From an optimization exercise on the open Yosys and OpenROAD flow, aimed at small area, a short achievable clock period and few clock cycles; shortcuts taken in it are not production practice. The RTL was checked by simulation tests, not by an equivalence proof against the original design. No activity file was given, so power comes from the tool's default toggle rates.

==> inputs of job 2174 <==
## AtomBones
 module AtomBones
(
    input   wire    clk_i,
    input   wire    rst_i,
    output  wire    [31:0]  imem_addr_o,     
    input   wire    [31:0]  imem_data_i,     
    output  wire            imem_valid_o,    
    input   wire            imem_ack_i,      
    output  wire    [31:0]  dmem_addr_o,     
    input   wire    [31:0]  dmem_data_i,     
    output  wire    [31:0]  dmem_data_o,     
    output  wire    [3:0]   dmem_sel_o,      
    output  wire            dmem_we_o,       
    output  wire            dmem_valid_o,    
    input   wire            dmem_ack_i       
);
clock: 135.0 ns
lec_check: 0
cap_margin: 30
core_margin: 2
core_utilization: 45
slew_margin: 20
synth_hierarchical: 1
synth_minimum_keep_size: 0
standard.sh (not shown) runs the stock make flow with config.mk's settings and CLKGATE_MAP_FILE= SYNTH_SCRIPT=/design/flow/synth_recipe.tcl, a recipe that flattens the netlist after the stock synthesis.
==> flow/flow/run.sh <==
#!/bin/bash
# Layout flow: the standard flow (standard.sh) with repair_timing asked to
# work the paths to and from the ports down to a 28.9 ns period (setup
# margin 106.1 ns at the 135 ns clock), no gate cloning, faster port
# buffers, and a clock tree of smaller buffers without dummy loads.
# Tool output goes to standard.log here.
bash standard.sh SETUP_SLACK_MARGIN=106.1 SKIP_GATE_CLONING=1 \
  "BUFFER_PORTS_ARGS=-buffer_cell sky130_fd_sc_hd__buf_2" \
  "CTS_ARGS=-sink_clustering_enable -repair_clock_nets -dont_use_dummy_load -buf_list {sky130_fd_sc_hd__clkbuf_4 sky130_fd_sc_hd__clkbuf_8}" \
  finish > standard.log 2>&1
==> job 2427: changes against job 2174 <==
--- a/flow/design.v
+++ b/flow/design.v
@@ -90,18 +90,16 @@
     input   wire    [31:0]  b_i,         
     input   wire    [2:0]   f3_i,        
     input   wire            go_i,        
     output  wire            done_o,      
     output  wire    [31:0]  res_o,
     input   wire    [31:0]  p_i,
     input   wire    [31:0]  q_i,
     output  wire    [31:0]  q_o,         
-    input   wire    [31:2]  bs_hi_i,
-    output  wire    [31:2]  bs_hi_o,     
     output  wire    [31:0]  sh_x_o,      
     output  wire    [4:0]   sh_s_o,
     input   wire    [31:0]  sh_y_i
 );
     function [32:0] rc_add;
         input [32:0] a, b;
         input        c;
         integer k;
@@ -112,18 +110,17 @@
                 rc_add[k] = a[k] ^ b[k] ^ cy;
                 cy = (a[k] & b[k]) | (cy & (a[k] ^ b[k]));
             end
         end
     endfunction
     reg         act;         
     wire [31:0] P = p_i;     
     wire [31:0] Q = q_i;     
-    reg [1:0]   bs_lo;
-    wire [31:0] Bs = {bs_hi_i, bs_lo};
+    reg [31:0]  Bs;          
     reg [5:0]   cnt;         
     wire first  = ~act;
     wire is_div = f3_i[2];
     wire is_mul   = (f3_i[1:0] == 2'b00);
     wire a_signed = (f3_i[1:0] == 2'b01) | (f3_i[1:0] == 2'b10);
     wire corr     = ~is_mul & ~(f3_i[1:0] == 2'b01) & b_i[31];    
     wire [35:0] bx = {3'b000, b_i, 1'b0};
     wire [8:0]  g0 = bx[8:0];
@@ -247,32 +244,31 @@
     assign sh_s_o = s6[4:0];
     wire [5:0] cnt_dec = cnt - (two ? 6'd2 : 6'd1);
     wire div_done = first ? (bz | a_lt_b) : (fix | (~two | (cnt == 6'd2)) & ~neg);
     wire [31:0] div_res = first ? ((rem | ~bz) ? (rem ? a_i : 32'd0) : 32'hffffffff)
                                 : (fix ? nout : raw);
     assign done_o = is_div ? div_done : mul_done;
     assign res_o  = is_div ? (div_done ? div_res : (first ? amag : Rn)) : mul_res;
     assign q_o    = first ? 32'd0 : Qn;
-    assign bs_hi_o = first ? sh_y_i[31:2] : {2'b00, Bs[31:4]};
     always @(posedge clk_i) begin
         if (rst_i)
             act <= 1'b0;
         else if (go_i)
             act <= ~done_o;
     end
     always @(posedge clk_i) begin
         if (go_i) begin
             if (is_div) begin
                 if (first) begin
-                    bs_lo <= sh_y_i[1:0];
-                    cnt   <= s6 + 6'd1;
+                    Bs  <= sh_y_i;
+                    cnt <= s6 + 6'd1;
                 end else begin
-                    bs_lo <= Bs[3:2];
-                    cnt   <= cnt_dec;
+                    Bs  <= {2'b00, Bs[31:2]};
+                    cnt <= cnt_dec;
                 end
             end else begin
                 cnt <= {3'd0, mul_cnt};
             end
         end
     end
 endmodule
 `default_nettype none
@@ -297,32 +293,16 @@
             csr_cycle <= 64'd0;
         else
             csr_cycle <= csr_cycle ^ cy[63:0];
     end
     assign data_o = (addr_i == 12'hc00) ? csr_cycle[31:0] :
                     (addr_i == 12'hc80) ? csr_cycle[63:32] : 32'd0;
 endmodule
 `default_nettype none
-module FetchPred
-(
-    input   wire [31:0]  fi_i,
-    input   wire [31:2]  pc_i,
-    input   wire [31:13] pc_hi_dec_i,
-    output  wire         bwd_o,
-    output  wire [31:2]  target_o
-);
-    assign bwd_o = (fi_i[6:2] == 5'b11000) & fi_i[31];
-    wire [10:0] off = {fi_i[31], fi_i[7], fi_i[30:25], fi_i[11:9]};
-    wire [11:0] lo  = {1'b0, pc_i[12:2]} + {1'b0, off};
-    assign target_o = {lo[11] ? pc_i[31:13] : pc_hi_dec_i, lo[10:0]};
-endmodule
-module PcMux (input wire a, b, s, output wire y);
-    assign y = s ? a : b;
-endmodule
 module AtomRV
 (
     input   wire            clk_i,
     input   wire            rst_i,
     output  wire    [31:0]  imem_addr_o,
     input   wire    [31:0]  imem_data_i,
     output  wire            imem_valid_o,
     input   wire            imem_ack_i,
@@ -438,17 +418,16 @@
     wire [31:0] op_a = is_lui ? 32'd0 : ((is_auipc | is_jal) ? pc_e32 : rs1v);
     wire [31:0] op_b = (is_op | is_md | is_br) ? rs2v : imm;
     wire [31:0] alu_res, sum, shift_out;
     wire        eq, lt, ltu;
     wire [31:0] md_sh_x;
     wire [4:0]  md_sh_s;
     wire [31:0] md_res;
     wire [31:0] md_q;
-    wire [31:2] md_bs_hi;
     wire [32:0] sum33 = rc_add({1'b0, op_a}, {1'b0, op_b ^ {32{sub}}}, sub);
     assign sum = sum33[31:0];
     wire carry = sum33[32];
     wire [31:0] x_ab = op_a ^ op_b;
     assign eq  = ~|x_ab;
     assign ltu = ~carry;
     assign lt  = (op_a[31] ^ op_b[31]) ? op_a[31] : sum[31];
     wire [2:0]  alu_f3 = (is_op | ~is_md & (ir[4] & ~ir[2])) ? f3 : 3'b000;
@@ -483,18 +462,16 @@
         .b_i        (rs2v),
         .f3_i       (f3),
         .go_i       (md_go),
         .done_o     (md_done),
         .res_o      (md_res),
         .p_i        (m_data),
         .q_i        (m_addr),
         .q_o        (md_q),
-        .bs_hi_i    (pc_e),
-        .bs_hi_o    (md_bs_hi),
         .sh_x_o     (md_sh_x),
         .sh_s_o     (md_sh_s),
         .sh_y_i     (shift_out)
     );
     wire [32:0] tsum33 = rc_add({3'd0, pc_e}, {3'd0, p_e ? 30'd1 : bimm[31:2]}, 1'b0);
     wire [31:2] tsum   = tsum33[29:0];
     wire br_cond = (f3[2] ? (f3[1] ? ltu : lt) : eq) ^ f3[0];
     wire taken   = is_jal | is_jalr | (is_br & (br_cond ^ p_e));
@@ -548,70 +525,55 @@
     genvar gi;
     generate
         for (gi = 0; gi < 30; gi = gi + 1) begin : pcinc
             assign pc_inc[gi+2] = pc_f[gi+2] ^ pcc[gi];
             assign pcc[gi+1]    = pc_f[gi+2] & pcc[gi];
         end
     endgenerate
     wire fetched  = fetch_en & imem_ack_i;
+    wire [31:0] fi = imem_data_i;
+    wire        f_bwd = (fi[6:2] == 5'b11000) & fi[31];
+    wire [10:0] f_off = {fi[31], fi[7], fi[30:25], fi[11:9]};
+    wire [11:0] f_lo  = {1'b0, pc_f[12:2]} + {1'b0, f_off};
     wire [31:13] pc_hi_dec;
     wire [19:0] phb;
     assign phb[0] = 1'b1;
     genvar gh;
     generate
         for (gh = 0; gh < 19; gh = gh + 1) begin : hidec
             assign pc_hi_dec[gh+13] = pc_f[gh+13] ^ phb[gh];
             assign phb[gh+1]        = ~pc_f[gh+13] & phb[gh];
         end
     endgenerate
-    wire        f_bwd;
-    wire [31:2] f_target;
-    FetchPred fpred
-    (
-        .fi_i       (imem_data_i),
-        .pc_i       (pc_f),
-        .pc_hi_dec_i(pc_hi_dec),
-        .bwd_o      (f_bwd),
-        .target_o   (f_target)
-    );
+    wire [31:2] f_target = {f_lo[11] ? pc_f[31:13] : pc_hi_dec, f_lo[10:0]};
     assign imem_addr_o  = {pc_f, 2'b00};
     assign imem_valid_o = fetch_en;
     always @(posedge clk_i) begin
         if (rst_i) begin
             fetch_en <= 1'b0;
+            pc_f     <= 30'd0;
             v_e      <= 1'b0;
         end else begin
             fetch_en <= 1'b1;
-            if (redirect)
+            if (redirect) begin
+                pc_f <= target;
                 v_e  <= 1'b0;
-            else if (ex_free)
+            end else if (ex_free) begin
                 v_e  <= fetched;
+                if (fetched)
+                    pc_f <= f_bwd ? f_target : pc_inc;
+            end
         end
     end
-    wire [31:2] pc_base = rst_i ? 30'd0 :
-                          redirect ? target :
-                          (ex_free & fetched) ? pc_inc : pc_f;
-    wire        take_pred = ~rst_i & ~redirect & ex_free & fetched & f_bwd;
-    wire [31:2] pc_next;
-    genvar gp;
-    generate
-        for (gp = 2; gp < 32; gp = gp + 1) begin : pcmux
-            PcMux u (.a(f_target[gp]), .b(pc_base[gp]), .s(take_pred), .y(pc_next[gp]));
-        end
-    endgenerate
-    always @(posedge clk_i)
-        pc_f <= pc_next;
     always @(posedge clk_i) begin
         if (ex_free) begin
             ir   <= imem_data_i;
             pc_e <= pc_f;
             p_e  <= f_bwd;
-        end else if (md_go & f3[2]) begin
-            pc_e <= md_bs_hi;        
         end
     end
     always @(posedge clk_i) begin
         if (rst_i) begin
             m_v   <= 1'b0;
             m_wen <= 1'b0;
         end else if (mem_free) begin
             m_v   <= ex_want & (is_ld | is_st);
==> flow/flow/run.sh (replaced) <==
#!/bin/bash
# Layout flow: the standard flow (standard.sh) with repair_timing asked to
# work the paths to and from the ports down to a 28.6 ns period (setup
# margin 106.4 ns at the 135 ns clock), no gate cloning, faster port
# buffers, and a clock tree of smaller buffers without dummy loads.
# Tool output goes to standard.log here.
bash standard.sh SETUP_SLACK_MARGIN=106.4 SKIP_GATE_CLONING=1 \
  "BUFFER_PORTS_ARGS=-buffer_cell sky130_fd_sc_hd__buf_2" \
  "CTS_ARGS=-sink_clustering_enable -repair_clock_nets -dont_use_dummy_load -buf_list {sky130_fd_sc_hd__clkbuf_4 sky130_fd_sc_hd__clkbuf_8}" \
  finish > standard.log 2>&1
CORE_UTILIZATION = 52   (was 45)
==> job 1286: changes against job 2174 <==
--- a/flow/design.v
+++ b/flow/design.v
@@ -90,18 +90,16 @@
     input   wire    [31:0]  b_i,         
     input   wire    [2:0]   f3_i,        
     input   wire            go_i,        
     output  wire            done_o,      
     output  wire    [31:0]  res_o,
     input   wire    [31:0]  p_i,
     input   wire    [31:0]  q_i,
     output  wire    [31:0]  q_o,         
-    input   wire    [31:2]  bs_hi_i,
-    output  wire    [31:2]  bs_hi_o,     
     output  wire    [31:0]  sh_x_o,      
     output  wire    [4:0]   sh_s_o,
     input   wire    [31:0]  sh_y_i
 );
     function [32:0] rc_add;
         input [32:0] a, b;
         input        c;
         integer k;
@@ -112,18 +110,17 @@
                 rc_add[k] = a[k] ^ b[k] ^ cy;
                 cy = (a[k] & b[k]) | (cy & (a[k] ^ b[k]));
             end
         end
     endfunction
     reg         act;         
     wire [31:0] P = p_i;     
     wire [31:0] Q = q_i;     
-    reg [1:0]   bs_lo;
-    wire [31:0] Bs = {bs_hi_i, bs_lo};
+    reg [31:0]  Bs;          
     reg [5:0]   cnt;         
     wire first  = ~act;
     wire is_div = f3_i[2];
     wire is_mul   = (f3_i[1:0] == 2'b00);
     wire a_signed = (f3_i[1:0] == 2'b01) | (f3_i[1:0] == 2'b10);
     wire corr     = ~is_mul & ~(f3_i[1:0] == 2'b01) & b_i[31];    
     wire [35:0] bx = {3'b000, b_i, 1'b0};
     wire [8:0]  g0 = bx[8:0];
@@ -247,32 +244,31 @@
     assign sh_s_o = s6[4:0];
     wire [5:0] cnt_dec = cnt - (two ? 6'd2 : 6'd1);
     wire div_done = first ? (bz | a_lt_b) : (fix | (~two | (cnt == 6'd2)) & ~neg);
     wire [31:0] div_res = first ? ((rem | ~bz) ? (rem ? a_i : 32'd0) : 32'hffffffff)
                                 : (fix ? nout : raw);
     assign done_o = is_div ? div_done : mul_done;
     assign res_o  = is_div ? (div_done ? div_res : (first ? amag : Rn)) : mul_res;
     assign q_o    = first ? 32'd0 : Qn;
-    assign bs_hi_o = first ? sh_y_i[31:2] : {2'b00, Bs[31:4]};
     always @(posedge clk_i) begin
         if (rst_i)
             act <= 1'b0;
         else if (go_i)
             act <= ~done_o;
     end
     always @(posedge clk_i) begin
         if (go_i) begin
             if (is_div) begin
                 if (first) begin
-                    bs_lo <= sh_y_i[1:0];
-                    cnt   <= s6 + 6'd1;
+                    Bs  <= sh_y_i;
+                    cnt <= s6 + 6'd1;
                 end else begin
-                    bs_lo <= Bs[3:2];
-                    cnt   <= cnt_dec;
+                    Bs  <= {2'b00, Bs[31:2]};
+                    cnt <= cnt_dec;
                 end
             end else begin
                 cnt <= {3'd0, mul_cnt};
             end
         end
     end
 endmodule
 `default_nettype none
@@ -438,17 +434,16 @@
     wire [31:0] op_a = is_lui ? 32'd0 : ((is_auipc | is_jal) ? pc_e32 : rs1v);
     wire [31:0] op_b = (is_op | is_md | is_br) ? rs2v : imm;
     wire [31:0] alu_res, sum, shift_out;
     wire        eq, lt, ltu;
     wire [31:0] md_sh_x;
     wire [4:0]  md_sh_s;
     wire [31:0] md_res;
     wire [31:0] md_q;
-    wire [31:2] md_bs_hi;
     wire [32:0] sum33 = rc_add({1'b0, op_a}, {1'b0, op_b ^ {32{sub}}}, sub);
     assign sum = sum33[31:0];
     wire carry = sum33[32];
     wire [31:0] x_ab = op_a ^ op_b;
     assign eq  = ~|x_ab;
     assign ltu = ~carry;
     assign lt  = (op_a[31] ^ op_b[31]) ? op_a[31] : sum[31];
     wire [2:0]  alu_f3 = (is_op | ~is_md & (ir[4] & ~ir[2])) ? f3 : 3'b000;
@@ -483,18 +478,16 @@
         .b_i        (rs2v),
         .f3_i       (f3),
         .go_i       (md_go),
         .done_o     (md_done),
         .res_o      (md_res),
         .p_i        (m_data),
         .q_i        (m_addr),
         .q_o        (md_q),
-        .bs_hi_i    (pc_e),
-        .bs_hi_o    (md_bs_hi),
         .sh_x_o     (md_sh_x),
         .sh_s_o     (md_sh_s),
         .sh_y_i     (shift_out)
     );
     wire [32:0] tsum33 = rc_add({3'd0, pc_e}, {3'd0, p_e ? 30'd1 : bimm[31:2]}, 1'b0);
     wire [31:2] tsum   = tsum33[29:0];
     wire br_cond = (f3[2] ? (f3[1] ? ltu : lt) : eq) ^ f3[0];
     wire taken   = is_jal | is_jalr | (is_br & (br_cond ^ p_e));
@@ -600,18 +593,16 @@
     endgenerate
     always @(posedge clk_i)
         pc_f <= pc_next;
     always @(posedge clk_i) begin
         if (ex_free) begin
             ir   <= imem_data_i;
             pc_e <= pc_f;
             p_e  <= f_bwd;
-        end else if (md_go & f3[2]) begin
-            pc_e <= md_bs_hi;        
         end
     end
     always @(posedge clk_i) begin
         if (rst_i) begin
             m_v   <= 1'b0;
             m_wen <= 1'b0;
         end else if (mem_free) begin
             m_v   <= ex_want & (is_ld | is_st);
==> flow/flow/run.sh (replaced) <==
#!/bin/bash
# Layout flow: the standard flow (standard.sh) with repair_timing asked to
# work the paths to and from the ports down to a 28.6 ns period (setup
# margin 106.4 ns at the 135 ns clock), no gate cloning, faster port
# buffers, and a clock tree of smaller buffers without dummy loads.
# Tool output goes to standard.log here.
bash standard.sh SETUP_SLACK_MARGIN=106.4 SKIP_GATE_CLONING=1 \
  "BUFFER_PORTS_ARGS=-buffer_cell sky130_fd_sc_hd__buf_2" \
  "CTS_ARGS=-sink_clustering_enable -repair_clock_nets -dont_use_dummy_load -buf_list {sky130_fd_sc_hd__clkbuf_4 sky130_fd_sc_hd__clkbuf_8}" \
  finish > standard.log 2>&1
==> comparison table <==
	job 2427	job 1286	job 2174
Final setup margin	105.88 ns	106.22 ns	106.14 ns
Synthesized-area fraction occupied by ao, oa, aoi and oai cells	22.1%	22.2%	22.3%
Ratio of final minimum period to clock period	21.6%	21.3%	21.4%
Sw Share	35.4%	36.8%	37.8%
Largest stage delay on the critical path	0.45 ns	0.52 ns	0.33 ns
NetSw	0.392 mW	0.420 mW	0.436 mW
Initial core utilization	52.5%	45.2%	45.4%
Yosys top cell area share	42.5%	41.6%	40.8%
Clock share of power	25.8%	24.9%	24.8%
Non-filler cells in the finished layout	9920	10.5k	10.4k
Xor/xnor share of the synthesized area	2.74%	2.50%	2.53%
Layout overhead on the synthesized area	11.7%	11.5%	10.4%
Clock network power	0.285 mW	0.285 mW	0.287 mW
Final Total Pwr	1.11 mW	1.14 mW	1.15 mW
Total power per unit cell area	11.9 nW/um2	12.1 nW/um2	12.4 nW/um2
Result of the run	complete, no violations	complete, no violations	complete, no violations
Share of the final layout cell area in multi-input gates	46.1%	46.5%	47.5%
Testbench counts of job 2174, summed over its fixed seeds: cycles 515,098.
Testbench counts of job 2427, summed over its fixed seeds: cycles 515,098.
Testbench counts of job 1286, summed over its fixed seeds: cycles 515,098.

separate check: timing with driven ports:
How much do the figures lean on ideal ports? The routed layouts below were timed once more, with nothing changed but the port constraints. Step 1 sets driving cells, clkbuf_16 on the clock port and buf_2 on the other inputs (assumed; they add their load-dependent delay and slew). Step 2, shift: input delay + t, output delay - t, t = (earliest + latest rising clock arrival at the registers) / 2. This alone moves slack from input paths to output paths. a / b / c = ideal / step 1 / step 2; a / b = the first two.
| run | shift t [ns] | slack for setup (ns) | slew at the worst register clock pin (ns) |
|---|---|---|---|
| job 2174 | 1.036 | 106.138 / 106.045 / 105.287 | 0.07 / 0.07 |
| job 2427 | 1.063 | 105.877 / 105.939 / 104.876 | 0.09 / 0.09 |
| job 1286 | 1.030 | 106.219 / 106.133 / 105.492 | 0.07 / 0.07 |
After both steps every run listed still meets setup and hold. The setup slack of job 2427, which loses most, moves by +0.062 ns with the drivers and by -1.001 ns with both steps.
